Source: an optimization exercise on an open RTL-to-GDS flow (aim: small area and a short achievable clock period). Production flows keep margins and buffers that such runs may drop.
The RTL of this run was laid out without a check of its function.

File: run.sh
#!/bin/bash
# synth_recipe.tcl (not shown) runs the flow's synth.tcl, then flattens the netlist and writes it again
# the make line also repeats each setting of config.mk as NAME=value (left out here)
make -C /OpenROAD-flow-scripts/flow DESIGN_CONFIG=/design/flow/config.mk WORK_HOME=/design/flow/orfs CLKGATE_MAP_FILE= SYNTH_SCRIPT=/design/flow/synth_recipe.tcl finish
File: constraint.sdc
create_clock -name core_clock -period 5.5 [get_ports {clk}]
set_input_delay 1.1000 -clock core_clock [delete_from_list [all_inputs] [get_ports {clk}]]
set_output_delay 1.1000 -clock core_clock [all_outputs]
set_load 0.01 [all_outputs]
File: design.v
module top_pip(input [15:0] X,Y,
input [3:0] sn_1,
input clk,
input reset,
input [15:0] theta_in,
output reg [3:0] sn_op,
output reg [15:0] theta_op,
output [15:0] Xo,Yo);
wire [14:0] t = theta_in[14:0];
reg  [3:0]  s_c;
reg  [14:0] th_fin;
integer j;
always @* begin
    s_c = 4'd15;
    for (j = 1; j <= 13; j = j + 1)
        if (t[j]) s_c = 15 - j;
    if (t[14]) s_c = 4'd2;
end
always @* begin
    for (j = 0; j <= 12; j = j + 1)
        th_fin[j] = t[j] & ~(t[j+1] & ~|(t >> (j+2)));
    th_fin[13] = t[13];
    th_fin[14] = 1'b0;
    if (t[14]) th_fin = {3'b010, t[11:0]};
end
wire [3:0] p_c = {s_c[2:0], 1'b0} + s_c + 4'd2;    
wire [3:0] s_1 = theta_in[15] ? 4'd15 : s_c;
wire [3:0] p_1 = theta_in[15] ? 4'd15 : p_c;        
wire [15:0] xs_w [1:10];
wire [15:0] xc_w [1:10];
wire [15:0] ys_w [1:10];
wire [15:0] yc_w [1:10];
rot1 r1 (.xn(X), .yn(Y), .i(sn_1),
         .xs(xs_w[1]), .xc(xc_w[1]), .ys(ys_w[1]), .yc(yc_w[1]));
reg [15:0] xs2r, ys2r;
reg [15:1] xc2r, yc2r;
reg [14:0] th2r;
reg [3:0]  i2r, p2r, c2r, q2r;    
always @(posedge clk) begin
    xs2r <= xs_w[1]; xc2r <= xc_w[1][15:1];
    ys2r <= ys_w[1]; yc2r <= yc_w[1][15:1];
    th2r <= th_fin;
    i2r <= s_1; p2r <= p_1;
    c2r <= s_c; q2r <= p_c;
end
rot r2 (.xn(xs2r + {xc2r, 1'b0}), .yn(ys2r + {yc2r, 1'b0}), .i(i2r), .op2(p2r),
        .xs(xs_w[2]), .xc(xc_w[2]), .ys(ys_w[2]), .yc(yc_w[2]));
wire [14:0] th_w [2:10];
wire [3:0]  i_w  [2:10];
wire [3:0]  p_w  [2:10];
assign th_w[2] = th2r;
assign i_w[2]  = c2r;
assign p_w[2]  = q2r;
genvar k;
generate
    for (k = 3; k <= 10; k = k + 1) begin : st
        reg [15:0] xs, ys;
        reg [15:1] xc, yc;
        reg [14:0] thr;
        reg [3:0]  ir, pr;
        always @(posedge clk) begin
            xs  <= xs_w[k-1];
            xc  <= xc_w[k-1][15:1];
            ys  <= ys_w[k-1];
            yc  <= yc_w[k-1][15:1];
            thr <= th_w[k-1];
            ir  <= i_w[k-1];
            pr  <= p_w[k-1];
        end
        rot rk (.xn(xs + {xc, 1'b0}), .yn(ys + {yc, 1'b0}), .i(ir), .op2(pr),
                .xs(xs_w[k]), .xc(xc_w[k]), .ys(ys_w[k]), .yc(yc_w[k]));
        assign th_w[k] = thr;
        assign i_w[k]  = ir;
        assign p_w[k]  = pr;
    end
endgenerate
reg [15:0] xso, yso;
reg [15:1] xco, yco;
always @(posedge clk) begin
    if (reset) begin
        xso <= 0; xco <= 0;
        yso <= 0; yco <= 0;
        sn_op <= 0;
        theta_op <= 0;
    end else begin
        xso <= xs_w[10]; xco <= xc_w[10][15:1];
        yso <= ys_w[10]; yco <= yc_w[10][15:1];
        sn_op <= i_w[10];
        theta_op <= {1'b0, th_w[10]};
    end
end
assign Xo = xso + {xco, 1'b0};
assign Yo = yso + {yco, 1'b0};
endmodule
module shr16(input [15:0] a, input [3:0] s, output [15:0] y);
wire [15:0] l1 = s[0] ? {1'b0, a[15:1]}  : a;
wire [15:0] l2 = s[1] ? {2'b0, l1[15:2]} : l1;
wire [15:0] l4 = s[2] ? {4'b0, l2[15:4]} : l2;
assign y       = s[3] ? {8'b0, l4[15:8]} : l4;
endmodule
module csa4(input [15:0] a, b, c, d, output [15:0] s, cy);
wire [15:0] s1, c1, c2;
genvar k;
generate
    for (k = 0; k < 16; k = k + 1) begin : l1
        assign {c1[k], s1[k]} = a[k] + b[k] + c[k];
    end
    for (k = 0; k < 16; k = k + 1) begin : l2
        if (k == 0) begin : b0
            assign {c2[k], s[k]} = s1[k] + d[k];
        end else begin : bk
            assign {c2[k], s[k]} = s1[k] + c1[k-1] + d[k];
        end
    end
endgenerate
assign cy = {c2[14:0], 1'b0};
endmodule
module rot1(input [15:0] xn, yn,
            input [3:0] i,
            output [15:0] xs, xc, ys, yc);
wire [3:0] op2 = {i[2:0], 1'b0} + i + 4'd2;    
wire [15:0] x1, y1, x2, y2, xi, yi;
assign x1 = {1'b0, xn[15:1]} >> {i[2:0], 1'b0};
assign y1 = {1'b0, yn[15:1]} >> {i[2:0], 1'b0};
shr16 sx2 (.a(xn), .s(op2), .y(x2));
shr16 sy2 (.a(yn), .s(op2), .y(y2));
shr16 sxi (.a(xn), .s(i),   .y(xi));
shr16 syi (.a(yn), .s(i),   .y(yi));
csa4 ax (.a(xn), .b(x1), .c(y2), .d(yi), .s(xs), .cy(xc));
csa4 ay (.a(yn), .b(y1), .c(x2), .d(xi), .s(ys), .cy(yc));
endmodule
module rot(input [15:0] xn, yn,
           input [3:0] i, op2,
           output [15:0] xs, xc, ys, yc);
wire [3:0] u = i - 4'd2;                        
wire [15:0] x1 = {1'b0, xn[15:1]} >> {i[2:0], 1'b0};
wire [15:0] y1 = {1'b0, yn[15:1]} >> {i[2:0], 1'b0};
wire [15:0] x2, y2, xi, yi;
shr16 sx2 (.a(xn), .s(op2), .y(x2));
shr16 sy2 (.a(yn), .s(op2), .y(y2));
shr16 sxi (.a({2'b0, xn[15:2]}), .s(u), .y(xi));
shr16 syi (.a({2'b0, yn[15:2]}), .s(u), .y(yi));
csa4 ax (.a(xn), .b(x1), .c(y2), .d(yi), .s(xs), .cy(xc));
csa4 ay (.a(yn), .b(y1), .c(x2), .d(xi), .s(ys), .cy(yc));
endmodule
File: config.mk
export PLATFORM = sky130hd
export DESIGN_NAME = top_pip
export DESIGN_NICKNAME = top_pip
export VERILOG_FILES = /design/flow/design.v
export SDC_FILE = /design/flow/constraint.sdc
export NUM_CORES = 4
export LEC_CHECK = 0
export CAP_MARGIN = 20
export CORE_MARGIN = 2
export CORE_UTILIZATION = 40
export SLEW_MARGIN = 20
==> run notes <==
==> cells by family (layout without fill, tap and decap cells) <==
kind of cell	after synthesis	in the layout	share of synthesized area
adders and majority gates	915	915	0.2132
AOI/OAI and AO/OA	2508	2508	0.2231
DFF	834	834	0.2250
xor gates and xnor gates	274	274	0.03274
other	1	11	0.00005053
and+or+nand+nor	2578	2578	0.1574
buffers and inverters	1272	1314	0.06471
muxes	494	494	0.08385
==> through the flow <==
step / cells / instance area, um^2
6_report: 11410 / 81780
5_1_grt: 11410 / 81780
4_1_cts: 11400 / 81740
3_5_place_dp: 11230 / 78530
3_3_place_gp: 11230 / 78520
2_1_floorplan: 8877 / 74210
==> sequential cells by signal, summed over array words and instances (netlist names), 15 cells and up <==
| name | count |
|---|---|
| xs2r | 16 |
| st.ir | 24 |
| yco | 15 |
| st.yc | 120 |
| st.xc | 120 |
| st.pr | 32 |
| st.xs | 128 |
| xco | 15 |
| yso | 16 |
| st.thr | 112 |
| xc2r | 15 |
| yc2r | 15 |
| xso | 16 |
| st.ys | 128 |
| ys2r | 16 |
==> cell type report <==
cell class,instances,area (um^2)
flip-flops and latches,834,16720
clock inverters,37,584.3
multi-input cells,6771,52760
diodes,9,22.52
fillers,18320,103100
repair buffers,373,3053
inverters,775,2909
clock buffers,129,2631
well taps,2480,3103
==> routing by layer <==
layer | part of all wire | track usage | vias to the layer above | wire, um
met1 | 0.40 | 0.3670 | 33340 | 112700
met5 | 0.000035 | 0 | - | 10
met2 | 0.47 | 0.4810 | 3379 | 132100
met4 | 0.063 | 0.1667 | 2 | 17810
li1 | - | - | 31100 | -
met3 | 0.073 | 0.03577 | 718 | 20580
==> path summary, 6_finish.rpt <==
path,start,to,depth (start not counted)
setup / recovery,xso[1]$_SDFF_PP0_,Xo[15],13
hold / removal,st[6].thr[0]$_DFF_P_,st[7].thr[0]$_DFF_P_,0
setup reg to reg,st[5].xs[1]$_DFF_P_,st[6].ys[12]$_DFF_P_,13
hold reg to reg,st[6].thr[0]$_DFF_P_,st[7].thr[0]$_DFF_P_,0
==> worst max-delay path: stages (launching register included) <==
cell and delay (ns):
dfxtp_1 0.32, ha_1 0.16, inv_1 0.06, fa_1 0.40, nor2b_1 0.12, o21ai_0 0.11
a21boi_0 0.30, o21ai_1 0.17, a211oi_2 0.29, nor3_1 0.14, o41ai_2 0.35, a21oi_1 0.15
xnor2_1 0.15, clkdlybuf4s50_1 0.58
==> placed cells by master, fill, tap and decap left out, types with 44 or more instances in the layout <==
cell and instances:
nor2_1 932, dfxtp_1 815, nand2_1 745, inv_1 745, a21oi_1 667, fa_1 582
o21ai_0 490, ha_1 333, mux2i_1 292, buf_4 269, a211oi_1 209, nor3_1 180
xnor2_1 153, nor2b_1 145, a21o_1 137, nand3_1 135, o211ai_1 120, xor2_1 114
mux2_2 111, a31oi_1 99, clkdlybuf4s50_1 99, clkbuf_16 92, o21a_1 91, mux4_2 91
and2_1 85, nand2b_1 79, or2_2 63, o22ai_1 61, or3_1 51, and3_1 48
a211o_1 44
==> cells in the mapped netlist, types with 26 or more instances <==
library cell  count
dfxtp_1         834
fa_1            582
mux4_2           91
ha_1            333
inv_1           745
mux2i_1         292
nor2b_1         145
a31oi_1          99
a211oi_1        210
a21boi_0         43
a211o_1          44
a21oi_1         668
xnor2_1         154
and2_1           85
a22oi_1          39
o21ai_0         491
a221oi_1         38
nor2_1          932
a21o_1          137
o21bai_1         26
clkbuf_1        442
o221ai_1         28
o31ai_1          37
or3_1            51
or2_2            63
o22ai_1          61
nor3_1          180
xor2_1          117
nand3_1         135
buf_1            46
a2111oi_0        31
o21a_1           91
o22a_1           26
nand2b_1         79
nand2_1         745
o211ai_1        120
and3_1           48
mux2_2          111
==> timing repair <==
action | 4_1_cts | 5_1_grt
hold buffers | 0 | 0
gates resized for setup | 0 | 3
setup endpoints to repair | 0 | 2
buffers inserted | 0 | 0
==> flow_summary_export.csv <==
group,metric,value,unit
sta,finalHoldViolCount,0,
drt,route.vias.total,68540,
grt,grt_util_all_layers,0.2913,
floorplan,initial_core_util,0.4015,
drt,wl,283200,um
drt,drtIter0Drc,7844,
place,post-dp-hpwl,223200,um
finish,nNetsFinal,9816,
yosys,ys.flop_type,"dfxtp_1",
yosys,yosysUniqueCellTypes,108,
critical_path,required,4.40,ns
grt,grt_pass1_wl,426100,um
critical_path,worstSetupPathType,"reg2out",
drt,wl_per_cell,24.82,um
sta,slew_viol_final,0,
yosys,avgSynthCellArea,8.361,um^2
clock_network,clk_path_buf_depth,3,
sta,setup_viol,0,
yosys,synth_edf_count,0,
floorplan,die_w,434.7,um
critical_path,crit_fanout,3,
clock_network,clock_latency,0.77,ns
sta,tightest_slew,1.169,ns
sta,fin_ws,0.3705,ns
yosys,yosys.area.top_type,"dfxtp_1",
yosys,synthArstFlopShare,0,
clock_network,cts_tree,"built",
yosys,netlist_instances,8876,
drt,drc,0,
sta,max_freq,0.1950,GHz
sta,fin_crit,5.130,ns
floorplan,rows,158,
yosys,ys_seq_area_frac,0.2250,
clock_network,clockRootBuffer,"clkbuf_16",
sta,hold-worst-slack,0.3165,ns
yosys,ys_ff_latch,834,
finish,drive_above_1_share,0.08891,
yosys,synth.top_cell.area_share,0.2250,
place,place.gp.congestion,1.021,
drt,drt_first_pass_iters,6,
finish,fin_util,0.4425,
min_path,hp-class,"reg2reg",
sta,finalClockSkew,0.06730,ns
clock_network,tritoncts.num_buffers,92,
clock_network,clock_sinks,834,
floorplan,core_area,0.1848,mm^2
grt,gr-total-overflow,0,
drt,drt-vias-per-instance,6.008,
yosys,yosysWarnings,1,
sta,fin_setup_tns,0,ns
critical_path,critPathLaunchType,"flip-flop",
grt,grt_pass1_vias,67540,
drt,ant_nets,0,
grt,antenna_found_initial,2,
outcome,outcome,"no timing/DRC/antenna violations",
sta,rsz0062_at_grt,"no",
grt,grt_start_max_net_pins,77,
finish,areaGrowthSynthToFinish,10.21,%
critical_path,r2r_slack,0.53,ns
sta,fin_crit_sh,0.9326,
critical_path,worstPathArrival,4.03,ns
place,place_ws,0.5604,ns
floorplan,io_pins,106,
critical_path,end_kind,"output pin",
sta,relSlewSlack,0.2196,
run,cap_violations,0,
yosys,ys_top_cells_by_area,"dfxtp_1 22%, fa_1 16%, ha_1 5.6%",
yosys,synth_area,0.07421,mm^2
clock_network,htree_num_levels,3,
place,io_buffer_count,103,
floorplan,dieArea,0.1890,mm^2
clock_network,clk_pin_slew_worst_paths,0.07,ns
floorplan,die_y,434.7,um

static timing again, ports no longer ideal:
The flow's constraints put no driver on any port. The routed layout listed below was extracted and timed again, unchanged, in two steps. Step 1: set_driving_cell puts a clkbuf_16 on clk and a buf_2 on each other input, an assumption about the parent block. Step 2 moves the port delays by t, midway between the first and last clock arrival at a register: inputs arrive t later, outputs are due t later. That takes back most of the time a late clock gives input paths. Slacks: no drivers / after step 1 / after step 2; pairs: no drivers / after step 1.
t, ns: 0.825
slack for setup (ns): 0.370 / 0.279 / 0.525
latest minus earliest clock arrival (ns): 0.070 / 0.070
After both steps setup and hold are still met in this run. For this run, drivers alone change the setup slack by -0.091 ns; drivers and shift together by +0.155 ns.
